Source: an optimization exercise on an open RTL-to-GDS flow (aim: small area, a short achievable clock period and few clock cycles). Production flows keep margins and buffers that such runs may drop. Where RTL was checked, it was by simulation tests only, not by an equivalence proof against the original. The RTL of runs 1 and 2 was laid out without a check of its function. Power figures rest on the tool's default switching activity, not on a simulated workload.

`design.v`:
```
module convolution_core (
input clk,
input reset,
input [31:0] t1,
input [31:0] t2,
input [31:0] t3,
input [31:0] t4,
input [2:0] k,
output [31:0] ret
);
	reg [31:0] acc_s, acc_c;
	reg        rst_q;
	assign ret = acc_s + acc_c;
	wire [31:0] xs = acc_s & {32{~rst_q}};
	wire [31:0] xc = acc_c & {32{~rst_q}};
	wire [31:0] sa = xs ^ xc ^ t1;
	wire [31:0] ca = {(xs[30:0] & xc[30:0]) | (xs[30:0] & t1[30:0]) | (xc[30:0] & t1[30:0]), k[0]};
	wire [31:0] sb = t2 ^ t3 ^ t4;
	wire [31:0] cb = {(t2[30:0] & t3[30:0]) | (t2[30:0] & t4[30:0]) | (t3[30:0] & t4[30:0]), k[1]};
	wire [31:0] sc = sa ^ ca ^ sb;
	wire [31:0] cc = {(sa[30:0] & ca[30:0]) | (sa[30:0] & sb[30:0]) | (ca[30:0] & sb[30:0]), k[2]};
	wire [31:0] sd = sc ^ cc ^ cb;
	wire [31:0] cd = {(sc[30:0] & cc[30:0]) | (sc[30:0] & cb[30:0]) | (cc[30:0] & cb[30:0]), 1'b0};
	always @(posedge clk) begin
		rst_q <= reset;
		acc_s <= sd;
		acc_c <= cd;
	end
endmodule
`timescale 1 ps / 1 ps
module chris_slave (
		input  wire [3:0]  avs_s0_address,
		input  wire        avs_s0_read,
		output wire [31:0] avs_s0_readdata,
		input  wire        avs_s0_write,
		input  wire [31:0] avs_s0_writedata,
		output wire        avs_s0_waitrequest,
		input  wire        clock_clk,
		input  wire        reset_reset,
		output wire        LEDR
	);
	wire [3:0]  a   = avs_s0_address;
	wire [31:0] wd  = avs_s0_writedata;
	wire        rst = reset_reset;
	wire        wr  = avs_s0_write;
	wire        rd  = avs_s0_read;
	reg  [31:0] v0, v1, v2, v3, v4, v5, v6, v7, v8;
	reg  [31:0] rdata;     
	reg  [31:0] n1, n2, o2;
	reg  [2:0]  k;         
	reg         pv;        
	reg         wait_q;    
	reg         wait2;     
	reg         led_q;     
	assign avs_s0_readdata    = rdata;
	assign avs_s0_waitrequest = wait_q;
	assign LEDR               = led_q;
	wire [31:0] wdm = wd & {32{~rst}};
	always @(posedge clock_clk) begin
		if (rst | (wr && a == 4'd0)) v0 <= wdm;
		if (rst | (wr && a == 4'd1)) v1 <= wdm;
		if (rst | (wr && a == 4'd2)) v2 <= wdm;
		if (rst | (wr && a == 4'd3)) v3 <= wdm;
		if (rst | (wr && a == 4'd4)) v4 <= wdm;
		if (rst | (wr && a == 4'd5)) v5 <= wdm;
		if (rst | (wr && a == 4'd6)) v6 <= wdm;
		if (rst | (wr && a == 4'd7)) v7 <= wdm;
		if (rst | (wr && a == 4'd8)) v8 <= wdm;
	end
	wire [31:0] res;
	reg  [31:0] rmux;
	always @(*) begin
		case (a)
			4'd0: rmux = v0;
			4'd1: rmux = v1;
			4'd2: rmux = v2;
			4'd3: rmux = v3;
			4'd4: rmux = v4;
			4'd5: rmux = v5;
			4'd6: rmux = v6;
			4'd7: rmux = v7;
			4'd8: rmux = v8;
			4'd9: rmux = res;
			default: rmux = 32'hffffffff;
		endcase
	end
	function [31:0] shl;
		input [31:0] x;
		input [1:0] s;
		case (s)
			2'd0: shl = x;
			2'd1: shl = {x[30:0], 1'b0};
			2'd2: shl = {x[29:0], 2'b0};
			default: shl = {x[28:0], 3'b0};
		endcase
	endfunction
	reg [4:0] w;
	always @(*) begin
		case (a)
			4'd0: w = 5'b00_0_00;    
			4'd1: w = 5'b00_0_01;    
			4'd2: w = 5'b11_0_10;    
			4'd3: w = 5'b00_0_10;    
			4'd4: w = 5'b10_0_10;    
			4'd5: w = 5'b10_1_10;    
			4'd6: w = 5'b11_0_11;    
			4'd7: w = 5'b00_0_11;    
			default: w = 5'b10_0_11;    
		endcase
	end
	wire on  = wr && (a[3] == 1'b0 || a == 4'd8);
	wire two = on && w[4];
	wire neg = w[3];
	wire [31:0] wd2  = w[2] ? {wd[30:0], 1'b0} : wd;
	wire [31:0] old2 = w[2] ? {rmux[30:0], 1'b0} : rmux;
	always @(posedge clock_clk) begin
		rdata <= on ? ~shl(rmux, w[1:0]) : rmux;
		n1    <= on ? shl(wd, w[1:0]) : 32'd0;
		n2    <= two ? (neg ? ~wd2 : wd2) : 32'd0;
		o2    <= two ? (neg ? old2 : ~old2) : 32'd0;
		k     <= {two & ~neg, on, two & neg};
		pv    <= on;
	end
	always @(posedge clock_clk) begin
		if (rst) begin
			wait_q <= 1'b0;
			wait2  <= 1'b0;
			led_q  <= 1'b0;
		end else begin
			if (wr && a == 4'd8) begin
				wait_q <= 1'b1;
				wait2  <= 1'b0;
				led_q  <= 1'b1;
			end else if (rd) begin
				if (wait_q) begin
					wait2 <= 1'b1;
					if (wait2) wait_q <= 1'b0;
				end else begin
					led_q <= 1'b0;
				end
			end
		end
	end
	convolution_core acc (
		.clk(clock_clk),
		.reset(rst),
		.t1(n1),
		.t2(n2),
		.t3(rdata & {32{pv}}),
		.t4(o2),
		.k(k),
		.ret(res)
	);
endmodule
```
`run.sh`:
```
#!/bin/bash
# synth_recipe.tcl (not shown) runs the flow's synth.tcl, then flattens the netlist and writes it again
# the make line also repeats each setting of config.mk as NAME=value (left out here)
make -C /OpenROAD-flow-scripts/flow DESIGN_CONFIG=/design/flow/config.mk WORK_HOME=/design/flow/orfs CLKGATE_MAP_FILE= SYNTH_SCRIPT=/design/flow/synth_recipe.tcl finish
```
`config.mk`:
```
export PLATFORM = sky130hd
export DESIGN_NAME = chris_slave
export DESIGN_NICKNAME = chris_slave
export VERILOG_FILES = /design/flow/design.v
export SDC_FILE = /design/flow/constraint.sdc
export NUM_CORES = 4
export LEC_CHECK = 0
export ABC_CLOCK_PERIOD_IN_PS = 2300
export CAP_MARGIN = 20
export CORE_MARGIN = 2
export CORE_UTILIZATION = 40
export SETUP_SLACK_MARGIN = 3.7
export SLEW_MARGIN = 20
```
`constraint.sdc`:
```
create_clock -name core_clock -period 6.0 [get_ports {clock_clk}]
set_input_delay 1.2000 -clock core_clock [delete_from_list [all_inputs] [get_ports {clock_clk}]]
set_output_delay 1.2000 -clock core_clock [all_outputs]
set_load 0.01 [all_outputs]
```
==> results of run 1 <==
==> power breakdown <==
group	internal [W]	switching, W
clock network	0.00188	0.00136
logic	0.00144	0.00194
registers	0.00399	0.000270
total	0.00731	0.00356
==> synth_stat cells, types with 19 or more instances <==
master    number  share of area
o21ai_0       46         0.0097
inv_1         28         0.0044
a31oi_1       45          0.012
dfxtp_1      198           0.17
a221oi_1      21         0.0078
edfxtp_1     288           0.36
ha_1          31          0.016
a21oi_1      169          0.036
nand2_1      214          0.034
buf_2         24         0.0051
xnor2_1       24         0.0089
nand3_1       39         0.0082
o211ai_1      37          0.012
mux2i_1       63          0.027
and2_1        37         0.0098
nor2_1        98          0.016
nor3_1        21         0.0044
a22oi_1       61          0.019
buf_1         19         0.0030
fa_1         124           0.10
clkbuf_1      88          0.014
a211oi_1      19         0.0060
nor2b_1      101          0.027
==> tightest hold or removal path: stages, from the launching register on <==
cell,delay (ns)
dfxtp_1,0.31
o21ai_0,0.07
a21oi_1,0.07
==> cells by family after synthesis <==
logic type,after synthesis,synth area share
AND/OR/NAND/NOR,589,0.1220
AO/OA/AOI/OAI,546,0.1570
flip-flops,486,0.5320
buffers and inverters,160,0.02660
adder cells (fa/ha/maj),155,0.1211
multiplexers,69,0.02993
XOR/XNOR,31,0.01145
==> state kept, by name, indices dropped and copies added (netlist names), 3 cells and up <==
| register | cells |
|---|---|
| n1 | 32 |
| v5 | 32 |
| v0 | 32 |
| acc.acc_s | 32 |
| rdata | 32 |
| v2 | 32 |
| o2 | 32 |
| v6 | 32 |
| n2 | 32 |
| v7 | 32 |
| v8 | 32 |
| v3 | 32 |
| acc.acc_c | 31 |
| v4 | 32 |
| v1 | 32 |
| k | 3 |
==> final timing paths <==
check	from	end	slack [ns]	depth (start not counted)
worst min register to register	led_q$_SDFFE_PP0P_	led_q$_SDFFE_PP0P_	0.49	2
worst max register to register	acc.acc_s[1]$_DFF_P_	o2[27]$_SDFF_PN0_	2.98	11
worst min-delay path	led_q$_SDFFE_PP0P_	led_q$_SDFFE_PP0P_	0.49	2
worst max-delay path	acc.acc_s[1]$_DFF_P_	o2[27]$_SDFF_PN0_	2.98	11
==> routing by layer <==
layer	wire length [µm]	vias up	track usage
met5	0	-	0
met4	4334	0	0.1257
met3	9592	217	0.05223
met2	41900	1241	0.4583
met1	37110	9532	0.4122
li1	-	8092	-
==> final cells by class <==
type | instances | area [µm²]
Fill cell | 4698 | 26570
Multi-Input combinational cell | 1407 | 12910
Sequential cell | 486 | 12710
Timing Repair Buffer | 314 | 3817
Clock buffer | 72 | 1509
Tap cell | 773 | 967.2
Clock inverter | 22 | 192.7
Inverter | 29 | 115.1
==> per-stage QoR <==
step	power, W	utilization	cells
2_1_floorplan	0.005796	-	2036
4_1_cts	0.01052	0.5258	3041
3_5_place_dp	0.006723	0.4361	2787
6_report	0.01087	0.5482	3103
3_3_place_gp	0.006684	0.4361	2787
5_1_grt	0.01125	0.5482	3103
==> repair_timing <==
item	CTS	global route
cloned	39	6
buffers inserted	121	56
setup endpoints to repair	528	467
pin swaps	111	91
hold endpoints to repair	0	0
resized for setup	599	180
==> out/metrics.yaml, run 1 <==
logic_synthesis:
  syn_area_um2: 23710
  synth_edf_count: 288
  yosys_most_used_dff: "edfxtp_1"
  syn_avg_cell_area_um2: 11.64
  synth-async-reset-ratio: 0
  yosys_warnings: 2
  syn_nets: 2231
  synth.distinct_cells: 78
  ys_ff_latch: 486
  synthCells: 2036
  ys_seq_area_frac: 0.5320
pwr:
  leakage_nw: 12.24
  cellPowerDensity_nw_per_um2: 337.2
  peakVddDrop_v: 0.0002129
die:
  initial_utilization: 0.4032
  dieArea_um2: 61230
  dieWidth_um: 247.4
  core_um2: 58800
  rows: 89
  die_h_um: 247.4
  ios: 74
timing:
  post-route-min-period_ns: 3.018
  tns_ns: 0
  relSlewSlack: 0.4605
  skew_ns: 0.01960
  fmax_mhz: 331.3
  fin_ws_ns: 2.982
  whs_ns: 0.4901
  slew_viol_final: 0
  rsz0062_at_grt: "true"
  period_share: 0.5030
  tightest_slew_ns: 0.8092
  setup_viol: 0
  hold_viol: 0
setup_path:
  cp_top_family: "compound AO/OA/AOI/OAI gates"
  cpMaxStageDelayCell: "a221o_2"
  cp_cell_sequence: "ha_4, fa_2, a21o_2, a221o_2, a31oi_4, buf_6, o22ai_4, o21ai_4, mux2i_4, or3_1, a21oi_2"
  crit_fanout: 4
  critPathBufInv: 1
  arrival_ns: 3.55
  cpPeakStageDelay_ns: 0.41
  cp-start-kind: "register"
  critPathRequiredTime_ns: 6.53
  end_kind: "register"
  worstSetupPathType: "reg -> reg"
global_routing:
  grt_max_degree: 74
  grt_first_pass_wirelength_um: 131400
  antenna_found_initial: 1
  overflow: 0
  grt_pass1_vias: 18424
  track_usage: 0.2967
clocking:
  cts-root-buf: "clkbuf_16"
  htree_levels: 2
  clock_path_buffers: 3
  cts.sinks: 486
  numCtsBuffers: 52
  clock_latency_ns: 0.62
  hold_buffers: 0
  cts_tree: "done"
  clk_pin_slew_ns: 0.06
final_layout:
  final_cell_mix: "edfxtp_1, nand2_1, dfxtp_1, a21oi_1, buf_4"
  diodes: 0
  final_nets: 2485
  drive_gt1_frac: 0.3369
  syn_to_final_growth_pct: 35.96
  final_common_cell: "edfxtp_1"
  stdcell_area_um2: 32230
placement:
  io_buffers: 73
  dp_hpwl_um: 54720
  gp_congestion: 0.9003
  postPlaceCellArea_um2: 25640
  place_ws_ns: 1.406
detailed_routing:
  drtIter0Drc: 2581
  drcViolationCount: 0
  wl_per_cell_um: 29.95
  via_per_inst: 6.150
  routed-via-count: 19082
  wirelength_um: 92930
  dr.pass1.iters: 5
  ant_nets: 0
flow_run:
  drv_cap: 0
outcome:
  status: "no timing/DRC/antenna violations"
hold_path:
  min_path_type: "reg -> reg"
==> inputs of run 2 (changes only) <==
--- a/config.mk
+++ b/config.mk
@@ -6,8 +6,8 @@
 export NUM_CORES = 4
 export LEC_CHECK = 0
-export ABC_CLOCK_PERIOD_IN_PS = 2300
+export ABC_CLOCK_PERIOD_IN_PS = 2500
 export CAP_MARGIN = 20
 export CORE_MARGIN = 2
 export CORE_UTILIZATION = 40
-export SETUP_SLACK_MARGIN = 3.7
+export SETUP_SLACK_MARGIN = 3.4
 export SLEW_MARGIN = 20
==> out/metrics.yaml, run 2 <==
detailed_routing:
  drcViolationCount: 0
  routed-via-count: 18788
  dr_wl_met3_um: 9396
  via_per_inst: 6.166
  wirelength_um: 88050
  drtIter0Drc: 2677
  drt-met1-wl_um: 35990
  dr.pass1.iters: 6
  ant_nets: 0
  wl_per_cell_um: 28.90
  top_layer_used: "met4"
  dr_wl_met2_um: 38610
timing:
  tns_ns: 0
  tightest_slew_ns: 0.9529
  skew_ns: 0.03253
  rsz0062_at_grt: "true"
  fin_ws_ns: 2.808
  post-route-min-period_ns: 3.192
  fmax_mhz: 313.3
  period_share: 0.5319
  setup_viol: 0
  relSlewSlack: 0.3634
  slew_viol_final: 0
  hold_viol: 0
logic_synthesis:
  yosys_warnings: 2
  synth.most_common_cell: "edfxtp_1"
  yosys.area_share.simple: 0.1220
  synthCells: 2036
  syn_area_um2: 23710
  ys_seq_area_frac: 0.5320
  synth_area_leaders: "edfxtp_1, dfxtp_1, fa_1, a21oi_1, nand2_1"
  synth.distinct_cells: 78
  syn_avg_cell_area_um2: 11.64
  yosys_most_used_dff: "edfxtp_1"
  synth_edf_count: 288
  syn_nets: 2231
  synth_adder_area_share: 0.1211
  synthTopCellsByCount: "edfxtp_1, nand2_1, dfxtp_1"
  synth_top_area_frac: 0.3648
  synthMuxAreaShare: 0.02993
  synth_top_family_by_area: "compound AO/OA/AOI/OAI gates"
  synth-xor-area-share: 0.01145
  synth-compound-area-share: 0.1570
  synth-async-reset-ratio: 0
  ys_ff_latch: 486
  synth_largest_area_cell: "edfxtp_1"
setup_path:
  rr_endpoint: "o2[15]$_SDFF_PN0_"
  cp-start-kind: "register"
  crit_start: "acc.acc_s[1]$_DFF_P_"
  end_kind: "register"
  rr_startpoint: "acc.acc_s[1]$_DFF_P_"
  cp.depth: 10
  critPathRequiredTime_ns: 6.49
  crit_path_end: "o2[15]$_SDFF_PN0_"
  arrival_ns: 3.69
  cp_cell_sequence: "ha_4, fa_2, a21o_2, a221o_2, a31o_4, a211oi_4, mux2i_4, a211oi_4, mux2i_1, mux2i_1"
  worstRegToRegCells: 10
  worstSetupPathType: "reg -> reg"
  crit_fanout: 5
  cpPeakStageDelay_ns: 0.40
  critPathBufInv: 0
  cp_top_family: "compound AO/OA/AOI/OAI gates"
  cpMaxStageDelayCell: "a221o_2"
  reg2reg_slack_ns: 2.81
global_routing:
  overflow: 0
  grt_first_pass_wirelength_um: 127300
  antenna_found_initial: 2
  grt_max_degree: 74
  grt_pass1_vias: 18419
  track_usage: 0.2849
final_layout:
  syn_to_final_growth_pct: 29.18
  final_util: 0.5208
  stdcell_area_um2: 30620
  drive_gt1_frac: 0.2298
  final_common_cell: "edfxtp_1"
  final_cell_mix: "edfxtp_1, nand2_1, dfxtp_1, a21oi_1, fa_1"
  final_cells: 3047
  final_nets: 2424
die:
  ios: 74
  core_um2: 58800
  rows: 89
  dieWidth_um: 247.4
  initial_utilization: 0.4032
  die_h_um: 247.4
  dieArea_um2: 61230
clocking:
  clock_path_buffers: 3
  cts.sinks: 486
  cts_tree: "done"
  clock_latency_ns: 0.64
  cts-root-buf: "clkbuf_16"
  clk_pin_slew_ns: 0.06
  htree_levels: 2
  numCtsBuffers: 52
  hold_buffers: 0
pwr:
  power_frac_comb: 0.282
  switchingPower_w: 0.003460
  peakVddDrop_v: 0.0002281
  p_int_w: 0.007179
  p_clk_frac: 0.320
  leakage_nw: 11.72
  swShare: 0.3252
  power_frac_seq: 0.398
  cellPowerDensity_nw_per_um2: 347.4
placement:
  dp_hpwl_um: 54600
  postPlaceCellArea_um2: 25680
  placed_cells: 2792
  io_buffers: 73
  gp_congestion: 0.9493
  place_ws_ns: 1.568
flow_run:
  drv_cap: 0
outcome:
  status: "no timing/DRC/antenna violations"
hold_path:
  whs_path_depth: 2
  min_path_type: "reg -> reg"
## run 2: cell count changes in the layout (fill, tap and decap cells not counted), moves of 13 or more
cell | before | now
dfxtp_4 | 22 | 2
nor2b_1 | 31 | 99
fa_1 | 64 | 123
buf_6 | 79 | 32
buf_12 | 34 | 21
dlygate4sd2_1 | 0 | 34
nor2b_4 | 32 | 0
nor2b_2 | 38 | 2
fa_2 | 60 | 1
dfxtp_1 | 160 | 181
## run 2: how the worst min path moves through the flow
stage / startpoint / to / slack [ns]
after floorplan: v5[27]$_DFFE_PP_ / o2[28]$_SDFF_PN0_ / 0.43
after global placement: wait2$_SDFFE_PP0P_ / wait2$_SDFFE_PP0P_ / 0.46
after detailed placement: wait2$_SDFFE_PP0P_ / wait2$_SDFFE_PP0P_ / 0.47
after CTS: wait2$_SDFFE_PP0P_ / wait2$_SDFFE_PP0P_ / 0.48
after global routing: wait2$_SDFFE_PP0P_ / wait2$_SDFFE_PP0P_ / 0.52
final: wait2$_SDFFE_PP0P_ / wait2$_SDFFE_PP0P_ / 0.47
## run 2: what timing repair did
item / CTS / global route
resized for setup: 282 / 89
gates cloned: 16 / 1
endpoints found under the setup margin: 422 / 97
setup buffers: 94 / 45
pin swaps: 87 / 75
## run 2: tightest hold or removal path, stage by stage, from the launching register on
cell     delay (ns)
dfxtp_1        0.32
a21oi_1        0.04
nor2_1         0.07
## run 2: cells by family (layout without fill, tap and decap cells)
| kind of cell | count (synthesis) | after routing |
|---|---|---|
| other | 0 | 2 |
| flip-flops | 486 | 486 |
| multiplexers | 69 | 69 |
| AND/OR/NAND/NOR | 589 | 590 |
| XOR/XNOR | 31 | 31 |
| AO/OA/AOI/OAI | 546 | 548 |
| adder cells (fa/ha/maj) | 155 | 155 |
| buffers and inverters | 160 | 393 |
## run 2: metrics by stage
| step | hold slack (ns) | total power [W] |
|---|---|---|
| after floorplan | 0.4320 | 0.005790 |
| after global placement | 0.4625 | 0.006634 |
| after detailed placement | 0.4700 | 0.006691 |
| after CTS | 0.4841 | 0.01045 |
| after global routing | 0.5191 | 0.01104 |
| final | 0.4731 | 0.01064 |
## run 2: cell type report
cell class / instances / area, µm²
diodes: 2 / 5.005
clock buffers: 68 / 1454
clock inverters: 29 / 339.1
fillers: 4992 / 28170
inverters: 29 / 118.9
multi-input cells: 1393 / 12070
flip-flops and latches: 486 / 12640
well taps: 773 / 967.2
repair buffers: 267 / 3030
## run 2: metal layers
metal,track usage,vias up
met2,0.4289,1281
met5,0,-
met4,0.1138,0
li1,-,7931
met1,0.4041,9317
met3,0.05580,259
## run 2: power by group through the flow
stage / combinational, W / clock [W] / sequential (W)
CTS: 0.00280 / 0.00342 / 0.00423
finish: 0.00300 / 0.00340 / 0.00424
global route: 0.00322 / 0.00355 / 0.00427
floorplan: 0.00160 / 0 / 0.00419
global placement: 0.00236 / 0 / 0.00427
detailed placement: 0.00241 / 0 / 0.00428
==> inputs of run 3 (changes only) <==
--- a/design.v
+++ b/design.v
@@ -11,5 +11,40 @@
 	reg [31:0] acc_s, acc_c;
 	reg        rst_q;
-	assign ret = acc_s + acc_c;
+	wire [31:0] g0 = acc_s & acc_c;
+	wire [31:0] p0 = acc_s ^ acc_c;
+	wire [31:0] g1, p1, g2, p2, g3, p3, g4, p4, g5, p5;
+	genvar i;
+	generate for (i = 0; i < 32; i = i + 1) begin : pfx
+		if (i % 2 == 1) begin
+			assign g1[i] = g0[i] | p0[i] & g0[i-1];
+			assign p1[i] = p0[i] & p0[i-1];
+		end else begin
+			assign g1[i] = g0[i]; assign p1[i] = p0[i];
+		end
+		if (i % 4 >= 2) begin
+			assign g2[i] = g1[i] | p1[i] & g1[(i/4)*4+1];
+			assign p2[i] = p1[i] & p1[(i/4)*4+1];
+		end else begin
+			assign g2[i] = g1[i]; assign p2[i] = p1[i];
+		end
+		if (i % 8 >= 4) begin
+			assign g3[i] = g2[i] | p2[i] & g2[(i/8)*8+3];
+			assign p3[i] = p2[i] & p2[(i/8)*8+3];
+		end else begin
+			assign g3[i] = g2[i]; assign p3[i] = p2[i];
+		end
+		if (i % 16 >= 8) begin
+			assign g4[i] = g3[i] | p3[i] & g3[(i/16)*16+7];
+			assign p4[i] = p3[i] & p3[(i/16)*16+7];
+		end else begin
+			assign g4[i] = g3[i]; assign p4[i] = p3[i];
+		end
+		if (i >= 16) begin
+			assign g5[i] = g4[i] | p4[i] & g4[15];
+		end else begin
+			assign g5[i] = g4[i];
+		end
+	end endgenerate
+	assign ret = p0 ^ {g5[30:0], 1'b0};
 	wire [31:0] xs = acc_s & {32{~rst_q}};
 	wire [31:0] xc = acc_c & {32{~rst_q}};
@@ -68,21 +103,20 @@
 		if (rst | (wr && a == 4'd8)) v8 <= wdm;
 	end
-	wire [31:0] res;
-	reg  [31:0] rmux;
+	reg  [31:0] vmux;
 	always @(*) begin
 		case (a)
-			4'd0: rmux = v0;
-			4'd1: rmux = v1;
-			4'd2: rmux = v2;
-			4'd3: rmux = v3;
-			4'd4: rmux = v4;
-			4'd5: rmux = v5;
-			4'd6: rmux = v6;
-			4'd7: rmux = v7;
-			4'd8: rmux = v8;
-			4'd9: rmux = res;
-			default: rmux = 32'hffffffff;
+			4'd0: vmux = v0;
+			4'd1: vmux = v1;
+			4'd2: vmux = v2;
+			4'd3: vmux = v3;
+			4'd4: vmux = v4;
+			4'd5: vmux = v5;
+			4'd6: vmux = v6;
+			4'd7: vmux = v7;
+			default: vmux = v8;
 		endcase
 	end
+	wire [31:0] res;
+	wire [31:0] rmux = (a == 4'd9) ? res : (a > 4'd9) ? 32'hffffffff : vmux;
 	function [31:0] shl;
 		input [31:0] x;
@@ -113,7 +147,7 @@
 	wire neg = w[3];
 	wire [31:0] wd2  = w[2] ? {wd[30:0], 1'b0} : wd;
-	wire [31:0] old2 = w[2] ? {rmux[30:0], 1'b0} : rmux;
+	wire [31:0] old2 = w[2] ? {vmux[30:0], 1'b0} : vmux;
 	always @(posedge clock_clk) begin
-		rdata <= on ? ~shl(rmux, w[1:0]) : rmux;
+		rdata <= on ? ~shl(vmux, w[1:0]) : rmux;
 		n1    <= on ? shl(wd, w[1:0]) : 32'd0;
 		n2    <= two ? (neg ? ~wd2 : wd2) : 32'd0;
--- a/config.mk
+++ b/config.mk
@@ -6,5 +6,4 @@
 export NUM_CORES = 4
 export LEC_CHECK = 0
-export ABC_CLOCK_PERIOD_IN_PS = 2500
 export CAP_MARGIN = 20
 export CORE_MARGIN = 2
==> out/metrics.yaml, run 3 <==
outcome:
  status: "no timing/DRC/antenna violations"
setup_path:
  critPathRequiredTime_ns: 6.53
  cp-start-kind: "primary input"
  cp_top_family: "buffers and inverters"
  reg2reg_slack_ns: 3.32
  crit_path_end: "rdata[6]$_DFF_P_"
  rr_startpoint: "acc.acc_s[3]$_DFF_P_"
  worstRegToRegCells: 11
  arrival_ns: 3.27
  cp_cell_sequence: "buf_8, buf_12, nor4bb_4, buf_4, buf_8, a22oi_2, nand4_1, mux2_4, maj3_2, nor2_2, a21oi_2, o21ai_2"
  end_kind: "register"
  crit_fanout: 7
  cpPeakStageDelay_ns: 0.32
  path_common_cell: "buf_8"
  worstSetupPathType: "in -> reg"
  crit_start: "avs_s0_address[2]"
  critPathBufInv: 4
  cpMaxStageDelayCell: "mux2_4"
  rr_endpoint: "rdata[29]$_DFF_P_"
  cp.depth: 12
die:
  die_h_um: 241.6
  dieWidth_um: 241.6
  rows: 87
  dieArea_um2: 58390
  ios: 74
  core_um2: 56060
  initial_utilization: 0.4030
detailed_routing:
  ant_nets: 0
  wl_per_cell_um: 26.29
  dr.pass1.iters: 8
  drcViolationCount: 0
  routed-via-count: 15936
  drtIter0Drc: 1675
  via_per_inst: 5.810
  wirelength_um: 72120
timing:
  setup_viol: 0
  period_share: 0.4568
  hold_viol: 0
  fin_ws_ns: 3.259
  relSlewSlack: 0.5014
  slew_viol_final: 0
  whs_ns: 0.4781
  tightest_slew_ns: 0.7463
  post-route-min-period_ns: 2.741
  skew_ns: 0.02185
  rsz0062_at_grt: "true"
  tns_ns: 0
  fmax_mhz: 364.9
logic_synthesis:
  synth.distinct_cells: 68
  yosys_warnings: 2
  ys_ff_latch: 486
  synth-async-reset-ratio: 0
  syn_avg_cell_area_um2: 12.59
  synth_area_leaders: "edfxtp_1, dfxtp_1, fa_1, a22oi_1, nand2_1"
  synth.most_common_cell: "edfxtp_1"
  syn_area_um2: 22590
  synth_top_area_frac: 0.3828
  synthTopCellsByCount: "edfxtp_1, dfxtp_1, nand2_1"
  synthCells: 1795
  yosys_most_used_dff: "edfxtp_1"
  synth_largest_area_cell: "edfxtp_1"
  ys_seq_area_frac: 0.5583
  syn_nets: 1993
  synth_edf_count: 288
clocking:
  cts-root-buf: "clkbuf_16"
  clock_path_buffers: 3
  clk_pin_slew_ns: 0.06
  numCtsBuffers: 50
  clock_latency_ns: 0.61
  htree_levels: 2
  cts.sinks: 486
  cts_tree: "done"
pwr:
  leakage_nw: 10.42
  peakVddDrop_v: 0.0002063
  cellPowerDensity_nw_per_um2: 340.9
global_routing:
  overflow: 0
  grt_first_pass_wirelength_um: 106000
  grt_use_met2: 0.3945
  track_usage: 0.2425
  antenna_found_initial: 2
  use_met3: 0.05105
  grt_max_degree: 63
  grt_pass1_vias: 16535
  busiest_layer: "met2"
  grt.met1_usage: 0.3131
placement:
  io_buffers: 73
  dp_hpwl_um: 42150
  gp_congestion: 0.8396
  placed_cells: 2547
  place_ws_ns: 1.433
final_layout:
  final_common_cell: "edfxtp_1"
  final_nets: 2142
  final_cells: 2743
  drive_gt1_frac: 0.2045
  final_cell_mix: "edfxtp_1, dfxtp_1, nand2_1, fa_1, nor2b_1"
  fillers: 4749
  syn_to_final_growth_pct: 25.11
flow_run:
  drv_cap: 0
hold_path:
  min_path_type: "reg -> reg"
## run 3: cell type report
class,count,area [µm²],area share
Antenna cell,2,5.005,0.0001771
Clock buffer,59,1349,0.04772
Clock inverter,34,315.3,0.01116
Inverter,33,126.4,0.004471
Multi-Input combinational cell,1165,10460,0.3702
Sequential cell,486,12650,0.4475
Tap cell,756,945.9,0.03347
Timing Repair Buffer,208,2411,0.08531
## run 3: per-layer routing
metal	part of all wire	wire length, µm	vias to the layer above
met3	0.090	6481	171
met5	0.00017	12	-
met4	0.043	3137	2
li1	-	-	6918
met1	0.40	28490	8035
met2	0.47	33990	810
## run 3: repair_timing
| item | in CTS | in global routing |
|---|---|---|
| setup buffers | 70 | 15 |
| cloned | 15 | 1 |
| pin swaps | 57 | 46 |
| endpoints found under the setup margin | 516 | 127 |
| hold buffers | 0 | 0 |
| resized for setup | 209 | 97 |
## run 3: kinds of logic after synthesis
group / synth area share
xor gates and xnor gates: 0.02830
DFF: 0.5583
adders and majority gates: 0.1302
buffers and inverters: 0.02747
AOI/OAI and AO/OA: 0.1314
muxes: 0.02492
and+or+nand+nor: 0.09942
## run 3: through the flow
| stage | util | cell area (µm²) | power (W) |
|---|---|---|---|
| final | 0.5041 | 28260 | 0.009634 |
| after global routing | 0.5041 | 28260 | 0.01005 |
| after CTS | 0.4956 | 27780 | 0.009530 |
| after detailed placement | 0.4357 | 24430 | 0.006096 |
| after global placement | 0.4357 | 24430 | 0.006038 |
| after floorplan | - | 23060 | 0.005419 |
## run 3: worst min path at each step
stage,startpoint,endpoint,slack [ns],cells after the start
6_report,wait2$_SDFFE_PP0P_,wait2$_SDFFE_PP0P_,0.48,2
5_1_grt,wait2$_SDFFE_PP0P_,wait2$_SDFFE_PP0P_,0.52,2
3_5_place_dp,wait2$_SDFFE_PP0P_,wait2$_SDFFE_PP0P_,0.47,2
2_1_floorplan,wait2$_SDFFE_PP0P_,wait2$_SDFFE_PP0P_,0.44,2
4_1_cts,wait2$_SDFFE_PP0P_,wait2$_SDFFE_PP0P_,0.48,2
3_3_place_gp,wait2$_SDFFE_PP0P_,wait2$_SDFFE_PP0P_,0.45,2
## run 3: report_power, final
group          internal (W)  total [W]  switching, W
Sequential          0.00398    0.00423      0.000256
Combinational       0.00101    0.00222       0.00121
Clock               0.00186    0.00318       0.00133
## run 3: worst min-delay path: cells and delay by family, from the launching register on
family          cells  cell delay, ns
simple gates        1            0.07
compound gates      1            0.04
flops               1            0.33
Testbench counts of run 3, summed over its fixed seeds: cycles 63,899.
==> inputs of run 4 (changes only) <==
--- a/config.mk
+++ b/config.mk
@@ -9,4 +9,5 @@
 export CORE_MARGIN = 2
 export CORE_UTILIZATION = 40
+export CTS_BUF_LIST = sky130_fd_sc_hd__clkbuf_4 sky130_fd_sc_hd__clkbuf_8
 export SETUP_SLACK_MARGIN = 3.4
 export SLEW_MARGIN = 20
==> out/metrics.yaml, run 4 <==
outcome:
  status: "no timing/DRC/antenna violations"
logic_synthesis:
  syn_avg_cell_area_um2: 12.59
  syn_area_um2: 22590
  synth_top_area_frac: 0.3828
  synthCells: 1795
  synth_edf_count: 288
  synth_area_leaders: "edfxtp_1, dfxtp_1, fa_1, a22oi_1, nand2_1"
  ys_ff_latch: 486
  yosys_warnings: 2
  synthTopCellsByCount: "edfxtp_1, dfxtp_1, nand2_1"
  synth-async-reset-ratio: 0
  synth.most_common_cell: "edfxtp_1"
  ys_seq_area_frac: 0.5583
  synth.distinct_cells: 68
  syn_nets: 1993
  yosys_most_used_dff: "edfxtp_1"
  synth_largest_area_cell: "edfxtp_1"
pwr:
  peakVddDrop_v: 0.0001497
  power_w: 0.009359
  cellPowerDensity_nw_per_um2: 330.1
  leakage_nw: 10.48
setup_path:
  crit_path_end: "rdata[13]$_DFF_P_"
  rr_startpoint: "acc.acc_s[2]$_DFF_P_"
  cp_cell_sequence: "buf_12, buf_12, buf_4, nor4b_4, buf_6, buf_12, nand2_1, and3_1, nand4_1, mux2i_2, o2111a_1, a21oi_2, o32ai_1"
  reg2reg_slack_ns: 3.35
  critPathBufInv: 5
  worstSetupPathType: "in -> reg"
  critPathRequiredTime_ns: 6.52
  end_kind: "register"
  arrival_ns: 3.20
  cp_top_family: "buffers and inverters"
  crit_start: "avs_s0_address[1]"
  cp.depth: 13
  rr_endpoint: "rdata[30]$_DFF_P_"
  path_common_cell: "buf_12"
  worstRegToRegCells: 10
  cpPeakStageDelay_ns: 0.30
  crit_fanout: 14
  cp-start-kind: "primary input"
  cpMaxStageDelayCell: "o2111a_1"
die:
  dieWidth_um: 241.6
  initial_utilization: 0.4030
  dieArea_um2: 58390
  die_h_um: 241.6
  rows: 87
  core_um2: 56060
  ios: 74
final_layout:
  fillers: 4759
  final_cell_mix: "edfxtp_1, dfxtp_1, nand2_1, fa_1, buf_4"
  final_common_cell: "edfxtp_1"
  syn_to_final_growth_pct: 25.51
  drive_gt1_frac: 0.2353
  final_nets: 2184
clocking:
  htree_levels: 3
  clock_latency_ns: 0.68
  clk_pin_slew_ns: 0.06
  clock_path_buffers: 3
  numCtsBuffers: 81
  hold_buffers: 0
  cts.sinks: 486
  cts_tree: "done"
  cts-root-buf: "clkbuf_8"
timing:
  fmax_mhz: 373.7
  period_share: 0.4460
  tns_ns: 0
  hold_viol: 0
  relSlewSlack: 0.5061
  skew_ns: 0.02769
  rsz0062_at_grt: "true"
  fin_ws_ns: 3.324
  tightest_slew_ns: 0.7393
  slew_viol_final: 0
  setup_viol: 0
  post-route-min-period_ns: 2.676
detailed_routing:
  wirelength_um: 73370
  wl_per_cell_um: 26.11
  ant_nets: 0
  drtIter0Drc: 1845
  via_per_inst: 5.849
  dr.pass1.iters: 8
  routed-via-count: 16437
  drcViolationCount: 0
placement:
  dp_hpwl_um: 42150
  place_ws_ns: 1.433
  io_buffers: 73
  gp_congestion: 0.8396
flow_run:
  drv_cap: 0
global_routing:
  track_usage: 0.2424
  antenna_found_initial: 2
  overflow: 0
  grt_pass1_vias: 16707
  grt_first_pass_wirelength_um: 106200
  grt_max_degree: 63
hold_path:
  whs_path_depth: 2
  min_path_type: "reg -> reg"
run 4: cell types whose count changed in the layout (fill, tap and decap cells not counted), sizes merged:
cell	change
clkinv	+15
clkinvlp	-3
clkbuf	+53
inv	+2
clkdlybuf4s15	+1
a21o	+3
bufbuf	-2
diode	-1
bufinv	-4
dlygate4sd2	-2
buf	+5
run 4: area by class of cell:
cell class	count	area (µm²)	area share
clock buffer	106	1315	0.04638
inverter	33	128.9	0.004545
sequential	486	12650	0.4460
clock inverter	44	259.0	0.009135
multi-input combinational	1168	10620	0.3746
antenna	1	2.502	0.00008826
timing repair buffer	216	2436	0.08592
tap	756	945.9	0.03336
run 4: stage by stage:
| stage | util | instances | instance area [µm²] | hold WS, ns |
|---|---|---|---|---|
| after floorplan | - | 1795 | 23060 | 0.4366 |
| after global placement | 0.4357 | 2547 | 24430 | 0.4521 |
| after detailed placement | 0.4357 | 2547 | 24430 | 0.4653 |
| after CTS | 0.4894 | 2770 | 27430 | 0.4777 |
| after global routing | 0.5058 | 2810 | 28350 | 0.5150 |
| final | 0.5058 | 2810 | 28350 | 0.4883 |
run 4: where the power goes:
part           leakage, nW  total [W]  switching, W  internal [W]
sequential            4.43    0.00423      0.000259       0.00398
combinational         5.24    0.00223       0.00122       0.00102
clock                0.810    0.00289       0.00137       0.00152
run 4: how the worst min path moves through the flow:
stage                            start                  to  slack (ns)
floorplan           wait2$_SDFFE_PP0P_  wait2$_SDFFE_PP0P_        0.44
CTS                 wait2$_SDFFE_PP0P_  wait2$_SDFFE_PP0P_        0.48
global route        wait2$_SDFFE_PP0P_  wait2$_SDFFE_PP0P_        0.51
finish              wait2$_SDFFE_PP0P_  wait2$_SDFFE_PP0P_        0.49
detailed placement  wait2$_SDFFE_PP0P_  wait2$_SDFFE_PP0P_        0.47
global placement    wait2$_SDFFE_PP0P_  wait2$_SDFFE_PP0P_        0.45
run 4: layer usage:
| layer | global-route usage | share of wire | wire length [µm] |
|---|---|---|---|
| met3 | 0.04917 | 0.092 | 6748 |
| met2 | 0.3937 | 0.46 | 33980 |
| met4 | 0.1078 | 0.045 | 3270 |
| met5 | 0 | 0 | 0 |
| met1 | 0.3142 | 0.40 | 29370 |
run 4: cells by family after synthesis:
family | count (synthesis) | share of synthesized area
mux | 56 | 0.02492
simple gates | 443 | 0.09942
buf+inv | 148 | 0.02747
compound gates | 430 | 0.1314
fa+ha+maj | 159 | 0.1302
flops | 486 | 0.5583
xor+xnor | 73 | 0.02830
run 4: what timing repair did:
action,4_1_cts,5_1_grt
pin swaps,59,75
gates cloned,14,8
buffers inserted,59,31
resized for setup,204,132
setup endpoints to repair,514,165
run 4: worst reg2reg max path: cells and delay by family, from the launching register on:
family                   cells  cell delay [ns]
AND/OR/NAND/NOR              1             0.12
adder cells (fa/ha/maj)      1             0.23
buffers and inverters        1             0.20
flip-flops                   1             0.38
XOR/XNOR                     1             0.29
AO/OA/AOI/OAI                6             1.30
==> inputs of run 5 (changes only) <==
--- a/config.mk
+++ b/config.mk
@@ -9,5 +9,7 @@
 export CORE_MARGIN = 2
 export CORE_UTILIZATION = 40
-export CTS_BUF_LIST = sky130_fd_sc_hd__clkbuf_4 sky130_fd_sc_hd__clkbuf_8
+export CTS_BUF_LIST = sky130_fd_sc_hd__clkbuf_8 sky130_fd_sc_hd__clkbuf_16
+export CTS_CLUSTER_DIAMETER = 80
+export CTS_CLUSTER_SIZE = 24
 export SETUP_SLACK_MARGIN = 3.4
 export SLEW_MARGIN = 20
==> out/metrics.yaml, run 5 <==
outcome:
  status: "no timing/DRC/antenna violations"
global_routing:
  grt_pass1_vias: 16163
  grt_first_pass_wirelength_um: 105600
  track_usage: 0.2396
  grt_use_met2: 0.3958
  antenna_found_initial: 3
  grt.met1_usage: 0.3171
  use_met3: 0.03640
  busiest_layer: "met2"
  grt_max_degree: 63
  overflow: 0
pwr:
  p_clk_frac: 0.231
  cellPowerDensity_nw_per_um2: 302.8
  p_int_w: 0.005816
  peakVddDrop_v: 0.0002605
  swShare: 0.3040
  leakage_nw: 10.12
  power_frac_seq: 0.505
  switchingPower_w: 0.002541
  power_frac_comb: 0.264
setup_path:
  end_kind: "register"
  critPathRequiredTime_ns: 6.50
  worstSetupPathType: "in -> reg"
  cp.depth: 12
  cp_top_family: "buffers and inverters"
  rr_endpoint: "rdata[14]$_DFF_P_"
  reg2reg_slack_ns: 3.38
  cp_cell_sequence: "buf_8, buf_12, nor4bb_4, buf_4, buf_8, a22oi_2, nand4_1, mux2_4, maj3_2, nor2_2, a21oi_2, o21ai_2"
  cpMaxStageDelayCell: "mux2_4"
  worstRegToRegCells: 10
  crit_fanout: 7
  rr_startpoint: "acc.acc_s[2]$_DFF_P_"
  crit_start: "avs_s0_address[2]"
  cpPeakStageDelay_ns: 0.31
  crit_path_end: "rdata[6]$_DFF_P_"
  critPathBufInv: 4
  cp-start-kind: "primary input"
  path_common_cell: "buf_8"
  arrival_ns: 3.20
clocking:
  cts_tree: "done"
  htree_levels: 1
  numCtsBuffers: 24
  clock_path_buffers: 3
  cts.sinks: 486
  clk_pin_slew_ns: 0.10
  hold_buffers: 0
  cts-root-buf: "clkbuf_16"
  clock_latency_ns: 0.59
logic_synthesis:
  synthCells: 1795
  synth_edf_count: 288
  synth.most_common_cell: "edfxtp_1"
  synth_top_area_frac: 0.3828
  syn_area_um2: 22590
  yosys_warnings: 2
  synth.distinct_cells: 68
  syn_nets: 1993
  synth-async-reset-ratio: 0
  ys_seq_area_frac: 0.5583
  synthTopCellsByCount: "edfxtp_1, dfxtp_1, nand2_1"
  ys_ff_latch: 486
  synth_largest_area_cell: "edfxtp_1"
  synth_area_leaders: "edfxtp_1, dfxtp_1, fa_1, a22oi_1, nand2_1"
  yosys_most_used_dff: "edfxtp_1"
  syn_avg_cell_area_um2: 12.59
die:
  die_h_um: 241.6
  ios: 74
  dieWidth_um: 241.6
  initial_utilization: 0.4030
  rows: 87
  core_um2: 56060
  dieArea_um2: 58390
flow_run:
  drv_cap: 0
final_layout:
  drive_gt1_frac: 0.2021
  fillers: 4841
  final_nets: 2121
  final-seq-area_um2: 12650
  final_common_cell: "edfxtp_1"
  final_cells: 2697
  final_util: 0.4923
  syn_to_final_growth_pct: 22.16
  multi_input_area_um2: 10630
  final_cell_mix: "edfxtp_1, dfxtp_1, nand2_1, fa_1, nor2b_1"
placement:
  gp_congestion: 0.8396
  io_buffers: 73
  dp_hpwl_um: 42150
  placed_cells: 2547
timing:
  tightest_slew_ns: 0.8268
  hold_viol: 0
  setup_viol: 0
  slew_viol_final: 0
  tns_ns: 0
  relSlewSlack: 0.4477
  skew_ns: 0.01471
  fmax_mhz: 371.4
  period_share: 0.4487
  post-route-min-period_ns: 2.692
  rsz0062_at_grt: "true"
detailed_routing:
  ant_nets: 0
  drtIter0Drc: 1888
  wl_per_cell_um: 26.86
  via_per_inst: 5.865
  wirelength_um: 72440
  routed-via-count: 15819
  dr.pass1.iters: 7
  drcViolationCount: 0
hold_path:
  min_path_type: "reg -> reg"
==> run 5: cell count changes in the layout (fill, tap and decap cells not counted), moves of 5 or more <==
cell and change:
o21ai_2 +5, buf_12 +8, clkinv_1 -27, clkbuf_8 -83, inv_1 +14, buf_6 -9, buf_4 -5, clkinvlp_4 -6
clkinv_2 -6, o21ai_1 -5, dfxtp_1 -5, clkbuf_4 -23, clkbuf_16 +23
==> run 5: final cells by class <==
| type | instances | share of cell area |
|---|---|---|
| diodes | 1 | 0.00009068 |
| multi-input cells | 1167 | 0.3851 |
| inverters | 33 | 0.004579 |
| clock inverters | 18 | 0.004579 |
| repair buffers | 211 | 0.09018 |
| flip-flops and latches | 486 | 0.4586 |
| well taps | 756 | 0.03428 |
| clock buffers | 25 | 0.02267 |
==> run 5: worst min-delay path: stages, from the launching register on <==
cell and delay [ns]:
dfxtp_1 0.35, a21oi_1 0.05, nor2_1 0.07
==> run 5: how the worst min path moves through the flow <==
stage	to	slack, ns	cells past startpoint	from
after detailed placement	wait2$_SDFFE_PP0P_	0.47	2	wait2$_SDFFE_PP0P_
after floorplan	wait2$_SDFFE_PP0P_	0.44	2	wait2$_SDFFE_PP0P_
after global placement	wait2$_SDFFE_PP0P_	0.45	2	wait2$_SDFFE_PP0P_
after global routing	wait2$_SDFFE_PP0P_	0.53	2	wait2$_SDFFE_PP0P_
final	wait2$_SDFFE_PP0P_	0.49	2	wait2$_SDFFE_PP0P_
after CTS	wait2$_SDFFE_PP0P_	0.49	2	wait2$_SDFFE_PP0P_
==> run 5: stage by stage <==
step | total power, W | hold slack [ns] | setup WS, ns | cell area [µm²]
after floorplan | 0.005419 | 0.4366 | 3.132 | 23060
after global placement | 0.006038 | 0.4521 | 1.473 | 24430
after detailed placement | 0.006096 | 0.4653 | 1.433 | 24430
after CTS | 0.008205 | 0.4881 | 3.279 | 26710
after global routing | 0.008741 | 0.5265 | 3.271 | 27590
final | 0.008357 | 0.4883 | 3.308 | 27600
==> run 5: power groups by stage <==
stage                     clock [W]  combinational (W)  sequential (W)
final                       0.00193            0.00221         0.00422
after CTS                   0.00195            0.00206         0.00420
after global placement            0            0.00179         0.00424
after global routing        0.00207            0.00242         0.00426
after detailed placement          0            0.00185         0.00425
after floorplan                   0            0.00124         0.00418
==> run 5: timing repair <==
item / CTS / global route
endpoints found under the hold margin: 0 / 0
cloned: 16 / 5
pin swaps: 53 / 72
resized for setup: 213 / 130
setup endpoints to repair: 516 / 119
setup buffers: 61 / 24
==> run 5: routing by layer <==
metal / wire length, µm / vias to the layer above
met3: 5886 / 166
met5: 11 / -
met4: 3408 / 2
li1: - / 6852
met1: 29050 / 7973
met2: 34080 / 826
==> run 5: cells by family (layout without fill, tap and decap cells) <==
| kind of cell | after synthesis | in the layout | synth area share |
|---|---|---|---|
| other cells | 0 | 1 | 0 |
| mux | 56 | 56 | 0.02492 |
| simple gates | 443 | 445 | 0.09942 |
| buf+inv | 148 | 287 | 0.02747 |
| compound gates | 430 | 434 | 0.1314 |
| flops | 486 | 486 | 0.5583 |
| fa+ha+maj | 159 | 159 | 0.1302 |
| xor+xnor | 73 | 73 | 0.02830 |
==> inputs of run 6 (changes only) <==
--- a/config.mk
+++ b/config.mk
@@ -8,8 +8,8 @@
 export CAP_MARGIN = 20
 export CORE_MARGIN = 2
-export CORE_UTILIZATION = 40
+export CORE_UTILIZATION = 60
 export CTS_BUF_LIST = sky130_fd_sc_hd__clkbuf_8 sky130_fd_sc_hd__clkbuf_16
 export CTS_CLUSTER_DIAMETER = 80
 export CTS_CLUSTER_SIZE = 24
-export SETUP_SLACK_MARGIN = 3.4
+export SETUP_SLACK_MARGIN = 3.2
 export SLEW_MARGIN = 20
==> out/metrics.yaml, run 6 <==
outcome:
  status: "no timing/DRC/antenna violations"
final_layout:
  drive_gt1_frac: 0.1589
  fillers: 2545
  final_common_cell: "edfxtp_1"
  syn_to_final_growth_pct: 18.12
  multi_input_area_um2: 10270
  final_util: 0.7135
  final_nets: 2096
  final_cell_mix: "edfxtp_1, dfxtp_1, nand2_1, fa_1, nor2b_1"
  final-seq-area_um2: 12640
logic_synthesis:
  synth_largest_area_cell: "edfxtp_1"
  synth.most_common_cell: "edfxtp_1"
  syn_avg_cell_area_um2: 12.59
  synth-async-reset-ratio: 0
  ys_ff_latch: 486
  synth_edf_count: 288
  synth_top_area_frac: 0.3828
  synthCells: 1795
  synth_area_leaders: "edfxtp_1, dfxtp_1, fa_1, a22oi_1, nand2_1"
  synthTopCellsByCount: "edfxtp_1, dfxtp_1, nand2_1"
  syn_nets: 1993
  ys_seq_area_frac: 0.5583
  synth.distinct_cells: 68
  yosys_warnings: 2
  syn_area_um2: 22590
  yosys_most_used_dff: "edfxtp_1"
detailed_routing:
  routed-via-count: 16064
  wirelength_um: 70770
  wl_per_cell_um: 29.10
  drcViolationCount: 0
  dr.pass1.iters: 10
  via_per_inst: 6.605
  drtIter0Drc: 2165
  ant_nets: 0
pwr:
  peakVddDrop_v: 0.0003867
  cellPowerDensity_nw_per_um2: 316.6
  leakage_nw: 9.887
setup_path:
  crit_fanout: 7
  arrival_ns: 3.36
  worstSetupPathType: "in -> reg"
  cp-start-kind: "primary input"
  critPathRequiredTime_ns: 6.51
  end_kind: "register"
die:
  ios: 74
  core_um2: 37400
  rows: 71
  dieWidth_um: 198.0
  dieArea_um2: 39220
  initial_utilization: 0.6040
  die_h_um: 198.0
clocking:
  clock_path_buffers: 3
  clock_latency_ns: 0.62
  htree_levels: 1
  cts.sinks: 486
  cts-root-buf: "clkbuf_16"
  numCtsBuffers: 27
  cts_tree: "done"
  clk_pin_slew_ns: 0.10
timing:
  tightest_slew_ns: 0.9014
  rsz0062_at_grt: "true"
  tns_ns: 0
  period_share: 0.4748
  fmax_mhz: 351.0
  hold_viol: 0
  setup_viol: 0
  slew_viol_final: 0
  skew_ns: 0.03410
  post-route-min-period_ns: 2.849
  relSlewSlack: 0.3978
global_routing:
  grt_max_degree: 58
  grt_first_pass_wirelength_um: 102000
  antenna_found_initial: 2
  grt_pass1_vias: 15724
  track_usage: 0.3590
  overflow: 0
placement:
  gp_congestion: 0.9078
  dp_hpwl_um: 43320
  io_buffers: 73
flow_run:
  drv_cap: 0
hold_path:
  min_path_type: "reg -> reg"
## run 6: area by class of cell
| cell class | instances | area share |
|---|---|---|
| Antenna cell | 2 | 0.0001876 |
| Tap cell | 511 | 0.02396 |
| Clock buffer | 29 | 0.02635 |
| Clock inverter | 21 | 0.007643 |
| Multi-Input combinational cell | 1166 | 0.3848 |
| Sequential cell | 486 | 0.4737 |
| Timing Repair Buffer | 184 | 0.07859 |
| Inverter | 33 | 0.004783 |
## run 6: what timing repair did
| action | CTS | global route |
|---|---|---|
| setup buffers | 31 | 28 |
| gates resized for setup | 150 | 95 |
| cloned | 11 | 6 |
| pin swaps | 24 | 36 |
| hold buffers | 0 | 0 |
| setup endpoints to repair | 448 | 94 |
## run 6: per-layer routing
| layer | vias to the layer above | part of all wire | GRT usage |
|---|---|---|---|
| met5 | - | 0.00017 | 0 |
| met4 | 2 | 0.035 | 0.1172 |
| met3 | 164 | 0.12 | 0.1041 |
| met2 | 1023 | 0.43 | 0.5166 |
| met1 | 8071 | 0.41 | 0.5266 |
| li1 | 6804 | - | - |
## run 6: kinds of logic after synthesis
kind of cell,Yosys count,synth area share
muxes,56,0.02492
and+or+nand+nor,443,0.09942
xor gates and xnor gates,73,0.02830
buffers and inverters,148,0.02747
AOI/OAI and AO/OA,430,0.1314
DFF,486,0.5583
adders and majority gates,159,0.1302
## run 6: power by group
group          total (W)  switching, W  leakage, nW  internal, W
logic            0.00212       0.00120         4.98     0.000921
registers        0.00421      0.000249         4.43      0.00396
clock network    0.00212       0.00116        0.481     0.000953
## run 6: worst paths after layout
check                              from                 end  slack [ns]  cells after the start
setup / recovery      avs_s0_address[2]   rdata[26]$_DFF_P_        3.15                     13
setup reg to reg  acc.acc_c[14]$_DFF_P_   rdata[26]$_DFF_P_        3.27                     10
hold reg to reg      wait2$_SDFFE_PP0P_  wait2$_SDFFE_PP0P_        0.50                      2
hold / removal       wait2$_SDFFE_PP0P_  wait2$_SDFFE_PP0P_        0.50                      2
## run 6: critical path, stage by stage
cell and delay, ns:
buf_12 0.11, buf_12 0.13, nor4_4 0.37, buf_4 0.24
buf_12 0.16, a22o_1 0.16, a221oi_2 0.04, nand4_1 0.11
mux2i_2 0.10, buf_4 0.17, o21ai_2 0.10, a21oi_1 0.07
or3_1 0.38
## run 6: metrics by stage
step | power (W) | setup slack, ns | instance area [µm²] | cells | hold WS (ns)
after floorplan | 0.005400 | 3.059 | 22890 | 1795 | 0.4366
after global placement | 0.006048 | 1.075 | 23980 | 2304 | 0.4577
after detailed placement | 0.006101 | 1.058 | 23980 | 2304 | 0.4686
after CTS | 0.008293 | 3.174 | 25950 | 2396 | 0.4906
after global routing | 0.008803 | 3.119 | 26680 | 2430 | 0.5124
final | 0.008447 | 3.151 | 26680 | 2432 | 0.4957
==> inputs of run 7 (changes only) <==
--- a/config.mk
+++ b/config.mk
@@ -6,10 +6,11 @@
 export NUM_CORES = 4
 export LEC_CHECK = 0
+export ABC_AREA = 1
 export CAP_MARGIN = 20
 export CORE_MARGIN = 2
-export CORE_UTILIZATION = 60
+export CORE_UTILIZATION = 55
 export CTS_BUF_LIST = sky130_fd_sc_hd__clkbuf_8 sky130_fd_sc_hd__clkbuf_16
 export CTS_CLUSTER_DIAMETER = 80
 export CTS_CLUSTER_SIZE = 24
-export SETUP_SLACK_MARGIN = 3.2
+export SETUP_SLACK_MARGIN = 3.4
 export SLEW_MARGIN = 20
==> out/metrics.yaml, run 7 <==
die:
  dieWidth_um: 214.4
  ios: 74
  initial_utilization: 0.5539
  rows: 77
  dieArea_um2: 45950
  die_h_um: 214.4
  core_um2: 43930
final_layout:
  stdcell_area_um2: 27290
  fillers: 3855
  final-seq-area_um2: 12630
  final_cell_mix: "nand2_1, edfxtp_1, inv_1, nor2_1, nand3_1"
  syn_to_final_growth_pct: 12.14
  multi_input_area_um2: 10480
  final_common_cell: "nand2_1"
  drive_gt1_frac: 0.08567
  diodes: 0
  final_nets: 2926
logic_synthesis:
  yosys_warnings: 2
  synth_edf_count: 288
  synth_adder_area_share: 0.1204
  syn_area_um2: 24340
  synthCells: 2672
  ys_ff_latch: 486
  yosys_most_used_dff: "edfxtp_1"
  synth-xor-area-share: 0.005039
  synth.distinct_cells: 38
  synth_top_area_frac: 0.3554
  synthTopCellsByCount: "nand2_1, edfxtp_1, inv_1"
  synth_largest_area_cell: "edfxtp_1"
  synth-async-reset-ratio: 0
  synth.most_common_cell: "nand2_1"
  yosys.area_share.simple: 0.2376
  synth-compound-area-share: 0.05578
  syn_nets: 2870
  synth_top_family_by_area: "simple AND/OR/NAND/NOR gates"
  synth_area_leaders: "edfxtp_1, dfxtp_1, nand2_1, fa_1, inv_1"
  syn_avg_cell_area_um2: 9.108
  ys_seq_area_frac: 0.5183
  synthMuxAreaShare: 0
pwr:
  switchingPower_w: 0.002726
  p_clk_frac: 0.255
  p_int_w: 0.005649
  leakage_nw: 12.22
  cellPowerDensity_nw_per_um2: 306.9
  power_frac_comb: 0.249
  swShare: 0.3254
  power_w: 0.008375
  power_frac_seq: 0.497
  peakVddDrop_v: 0.0003652
global_routing:
  grt_max_degree: 97
  grt_pass1_vias: 17068
  overflow: 0
  grt.met1_usage: 0.5041
  grt_use_met2: 0.4260
  busiest_layer: "met1"
  track_usage: 0.3036
  antenna_found_initial: 2
  grt_first_pass_wirelength_um: 105900
  use_met3: 0.04227
detailed_routing:
  ant_nets: 0
  routed-via-count: 18209
  drtIter0Drc: 2444
  wl_per_cell_um: 21.11
  wirelength_um: 70410
  dr.pass1.iters: 7
  drcViolationCount: 0
  via_per_inst: 5.460
clocking:
  cts-root-buf: "clkbuf_16"
  cts.sinks: 486
  numCtsBuffers: 29
  clock_latency_ns: 0.62
  clk_pin_slew_ns: 0.09
  clock_path_buffers: 3
  htree_levels: 1
  cts_tree: "done"
setup_path:
  rr_startpoint: "k[1]$_DFF_P_"
  cp-start-kind: "primary input"
  reg2reg_slack_ns: 3.53
  critPathRequiredTime_ns: 6.52
  crit_fanout: 39
  rr_endpoint: "acc.acc_s[9]$_DFF_P_"
  end_kind: "register"
  arrival_ns: 3.13
  worstRegToRegCells: 6
  worstSetupPathType: "in -> reg"
placement:
  gp_congestion: 0.9205
  io_buffers: 73
  postPlaceCellArea_um2: 25760
  place_ws_ns: 1.064
  dp_hpwl_um: 49520
hold_path:
  hold_end: "led_q$_SDFFE_PP0P_"
  whs_path_depth: 2
  min_path_type: "reg -> reg"
  hold_start: "led_q$_SDFFE_PP0P_"
flow_run:
  drv_cap: 0
timing:
  slew_viol_final: 0
  period_share: 0.4353
  tightest_slew_ns: 0.9995
  fin_ws_ns: 3.388
  tns_ns: 0
  relSlewSlack: 0.3312
  skew_ns: 0.02243
  hold_viol: 0
  setup_viol: 0
  rsz0062_at_grt: "true"
  post-route-min-period_ns: 2.612
  fmax_mhz: 382.9
outcome:
  status: "no timing/DRC/antenna violations"
[run 7: cell count changes in the layout (fill, tap and decap cells not counted), moves of 32 or more]
cell,change
or2_2,+46
nor2_1,+163
inv_1,+219
xnor2_1,-57
nand3_1,+171
mux2i_1,-35
and2_1,-32
a21oi_1,+42
nand2_1,+678
a22oi_1,-80
nand3b_1,+39
nor2b_1,-83
buf_4,-35
[run 7: power groups by stage]
stage | sequential [W] | combinational (W) | clock [W]
4_1_cts | 0.00416 | 0.00205 | 0.00217
6_report | 0.00416 | 0.00208 | 0.00213
2_1_floorplan | 0.00418 | 0.00138 | 0
5_1_grt | 0.00420 | 0.00236 | 0.00228
3_5_place_dp | 0.00424 | 0.00202 | 0
3_3_place_gp | 0.00423 | 0.00196 | 0
[run 7: cells by family after synthesis]
kind of cell / Yosys count
compound gates: 244
xor+xnor: 14
fa+ha+maj: 158
buf+inv: 390
flops: 486
simple gates: 1380
[run 7: repair_timing]
action                                  in CTS  in global routing
pin swaps                                    7                  8
buffers inserted                            20                  7
gates cloned                                 4                  2
hold buffers                                 0                  0
endpoints found under the setup margin     517                100
gates resized for setup                    114                 44
[run 7: per-layer routing]
metal  up-vias  wire [µm]  part of all wire
li1       8688          -                 -
met1      8600      33880              0.48
met2       844      28510              0.40
met3        75       6800             0.097
met4         2       1204             0.017
met5         -          9           0.00013
[run 7: stage by stage]
step / util / hold WS (ns) / instances
after floorplan: - / 0.4515 / 2672
after global placement: 0.5863 / 0.4644 / 3256
after detailed placement: 0.5863 / 0.4738 / 3256
after CTS: 0.6155 / 0.4863 / 3326
after global routing: 0.6212 / 0.5158 / 3335
final: 0.6212 / 0.4816 / 3335
[run 7: worst max path at each step]
| stage | startpoint | endpoint | slack, ns | depth (start not counted) |
|---|---|---|---|---|
| after floorplan | reset_reset | v8[0]$_DFFE_PP_ | 3.09 | 3 |
| after global placement | avs_s0_address[3] | rdata[24]$_DFF_P_ | 1.19 | 13 |
| after detailed placement | avs_s0_address[3] | rdata[24]$_DFF_P_ | 1.06 | 13 |
| after CTS | avs_s0_write | o2[11]$_SDFF_PN0_ | 3.36 | 7 |
| after global routing | acc.acc_c[7]$_DFF_P_ | rdata[17]$_DFF_P_ | 3.36 | 14 |
| final | avs_s0_write | o2[24]$_SDFF_PN0_ | 3.39 | 7 |
[run 7: worst max-delay path, stage by stage]
cell and delay (ns):
clkdlybuf4s50_1 0.56, buf_8 0.23, nand2_2 0.17, a31oi_4 0.26, inv_4 0.19, buf_12 0.24, a21oi_1 0.22
[run 7: cell type report]
cell class / instances / share of cell area
timing repair buffer: 133 / 0.05080
tap: 592 / 0.02714
inverter: 277 / 0.04076
multi-input combinational: 1799 / 0.3841
clock inverter: 17 / 0.007106
sequential: 486 / 0.4629
timing repair inverter: 2 / 0.0006418
clock buffer: 29 / 0.02659
==> inputs of run 8 (changes only) <==
--- a/config.mk
+++ b/config.mk
@@ -6,5 +6,4 @@
 export NUM_CORES = 4
 export LEC_CHECK = 0
-export ABC_AREA = 1
 export CAP_MARGIN = 20
 export CORE_MARGIN = 2
==> out/metrics.yaml, run 8 <==
global_routing:
  overflow: 0
  track_usage: 0.3226
  antenna_found_initial: 2
  grt_pass1_vias: 15721
  grt_max_degree: 63
  grt_first_pass_wirelength_um: 100900
logic_synthesis:
  synth.distinct_cells: 68
  synthCells: 1795
  syn_nets: 1993
  syn_avg_cell_area_um2: 12.59
  yosys_warnings: 2
  synth_area_leaders: "edfxtp_1, dfxtp_1, fa_1, a22oi_1, nand2_1"
  yosys_most_used_dff: "edfxtp_1"
  synth_largest_area_cell: "edfxtp_1"
  synth_edf_count: 288
  ys_ff_latch: 486
  ys_seq_area_frac: 0.5583
  synthTopCellsByCount: "edfxtp_1, dfxtp_1, nand2_1"
  synth_top_area_frac: 0.3828
  synth.most_common_cell: "edfxtp_1"
  synth-async-reset-ratio: 0
  syn_area_um2: 22590
detailed_routing:
  drcViolationCount: 0
  ant_nets: 0
  drtIter0Drc: 2059
  routed-via-count: 16050
  wl_per_cell_um: 28.38
  dr.pass1.iters: 9
  via_per_inst: 6.443
  wirelength_um: 70710
final_layout:
  final_common_cell: "edfxtp_1"
  final_nets: 2137
  stdcell_area_um2: 27310
  diodes: 0
  syn_to_final_growth_pct: 20.89
  drive_gt1_frac: 0.1940
  final_cell_mix: "edfxtp_1, dfxtp_1, nand2_1, fa_1, buf_4"
  final_cells: 2491
clocking:
  numCtsBuffers: 27
  htree_levels: 1
  cts_tree: "done"
  clock_latency_ns: 0.60
  clock_path_buffers: 3
  clk_pin_slew_ns: 0.10
  cts.sinks: 486
  cts-root-buf: "clkbuf_16"
  hold_buffers: 0
timing:
  tightest_slew_ns: 0.7796
  tns_ns: 0
  fmax_mhz: 374.6
  post-route-min-period_ns: 2.670
  hold_viol: 0
  slew_viol_final: 0
  setup_viol: 0
  relSlewSlack: 0.4792
  rsz0062_at_grt: "true"
  period_share: 0.4449
  skew_ns: 0.02946
hold_path:
  hold_start: "wait2$_SDFFE_PP0P_"
  min_path_type: "reg -> reg"
setup_path:
  crit_fanout: 4
  path_common_cell: "o211ai_1"
  rr_startpoint: "acc.acc_s[4]$_DFF_P_"
  end_kind: "register"
  arrival_ns: 3.14
  worstSetupPathType: "reg -> reg"
  cp_cell_sequence: "ha_4, o211ai_1, o211a_4, or4_4, o211ai_1, buf_4, o211ai_1, a21boi_1, nor3_1, or3_1"
  cpMaxStageDelayCell: "or4_4"
  critPathRequiredTime_ns: 6.47
  cpPeakStageDelay_ns: 0.54
  cp-start-kind: "register"
  crit_start: "acc.acc_s[4]$_DFF_P_"
pwr:
  cellPowerDensity_nw_per_um2: 315.5
  p_int_w: 0.005988
  peakVddDrop_v: 0.0003185
  power_frac_seq: 0.490
  swShare: 0.3049
  leakage_nw: 10.20
  p_clk_frac: 0.253
  power_frac_comb: 0.257
  switchingPower_w: 0.002627
  power_w: 0.008616
die:
  initial_utilization: 0.5558
  ios: 74
  dieArea_um2: 42710
  rows: 74
  dieWidth_um: 206.7
  core_um2: 40650
  die_h_um: 206.7
flow_run:
  drv_cap: 0
placement:
  postPlaceCellArea_um2: 24140
  dp_hpwl_um: 42480
  gp_congestion: 0.8551
  placed_cells: 2326
  io_buffers: 73
outcome:
  status: "no timing/DRC/antenna violations"
[run 8: logic make-up after synthesis]
family          count (synthesis)  synth area share
fa+ha+maj                     159            0.1302
mux                            56           0.02492
buf+inv                       148           0.02747
compound gates                430            0.1314
xor+xnor                       73           0.02830
simple gates                  443           0.09942
flops                         486            0.5583
[run 8: layer usage]
metal | global-route usage | wire, µm | vias to the layer above | part of all wire
li1 | - | - | 6902 | -
met1 | 0.4782 | 30610 | 8201 | 0.43
met2 | 0.5056 | 32500 | 839 | 0.46
met3 | 0.04239 | 5877 | 108 | 0.083
met4 | 0.08393 | 1720 | 0 | 0.024
met5 | 0 | 0 | - | 0
[run 8: cell type report]
cell class	instances	area, µm²
Clock inverter	19	177.7
Inverter	33	127.6
Tap cell	532	665.6
Fill cell	2961	13340
Sequential cell	486	12650
Multi-Input combinational cell	1171	10530
Clock buffer	30	750.7
Timing Repair Buffer	220	2409
[run 8: power by group through the flow]
stage	registers, W	clock network (W)	logic, W
3_5_place_dp	0.00425	0	0.00185
3_3_place_gp	0.00424	0	0.00180
5_1_grt	0.00426	0.00229	0.00242
2_1_floorplan	0.00418	0	0.00124
4_1_cts	0.00420	0.00219	0.00208
6_report	0.00422	0.00218	0.00221
[run 8: path summary, 6_finish.rpt]
kind / end / slack, ns / depth (start not counted)
max reg2reg: rdata[26]$_DFF_P_ / 3.33 / 10
min reg2reg: wait2$_SDFFE_PP0P_ / 0.49 / 2
min: wait2$_SDFFE_PP0P_ / 0.49 / 2
max: rdata[26]$_DFF_P_ / 3.33 / 10
[run 8: repair_timing]
item,4_1_cts,5_1_grt
gates cloned,8,13
pin swaps,43,49
gates resized for setup,202,101
buffers inserted,55,40
endpoints found under the setup margin,509,209
[run 8: through the flow]
stage                     hold WS [ns]    util  setup slack, ns
after floorplan                 0.4366       -            3.132
after global placement          0.4489  0.5939            1.502
after detailed placement        0.4655  0.5939            1.426
after CTS                       0.4893  0.6467            3.305
after global routing            0.5271  0.6719            3.256
final                           0.4859  0.6719            3.330
[run 8: critical path: cells and delay by family (launching register included)]
family / cells / cell delay (ns)
buf+inv: 1 / 0.19
compound gates: 5 / 0.81
fa+ha+maj: 1 / 0.26
flops: 1 / 0.35
simple gates: 3 / 0.92

-- static timing again, ports no longer ideal --
The flow's constraints put no driver on any port. The routed layouts listed below were extracted and timed again, unchanged, in two steps.
Step 1 assumes that a clkbuf_16 drives the clock port and a buf_2 every other input.
Step 2 moves the port delays by t, midway between the first and last clock arrival at a register: inputs arrive t later, outputs are due t later. That takes back most of the time a late clock gives input paths.
Three values: ideal, step 1, step 2; two values: the first two.
run | t (ns) | slack for setup (ns) | clock arrival spread, ns | slew at the worst register clock pin (ns) | worst slew at a driven data input, ns
run 1 | 0.665 | 2.982 / 2.871 / 2.205 | 0.022 / 0.023 | 0.07 / 0.07 | 0.25
run 2 | 0.682 | 2.808 / 2.808 / 2.157 | 0.035 / 0.035 | 0.07 / 0.07 | 0.28
run 3 | 0.656 | 3.259 / 3.202 / 2.546 | 0.024 / 0.024 | 0.07 / 0.07 | 0.18
run 4 | 0.720 | 3.324 / 3.276 / 2.557 | 0.031 / 0.031 | 0.07 / 0.07 | 0.22
run 5 | 0.641 | 3.308 / 3.259 / 2.618 | 0.015 / 0.015 | 0.10 / 0.10 | 0.19
run 6 | 0.655 | 3.151 / 3.154 / 2.500 | 0.034 / 0.035 | 0.10 / 0.10 | 0.11
run 7 | 0.662 | 3.388 / 3.396 / 2.757 | 0.026 / 0.026 | 0.09 / 0.09 | 0.05
run 8 | 0.643 | 3.330 / 3.266 / 2.623 | 0.030 / 0.030 | 0.10 / 0.10 | 0.24
After both steps setup and hold are still met in every run listed. For run 1, which loses most, drivers alone change the setup slack by -0.111 ns; drivers and shift together by -0.777 ns.
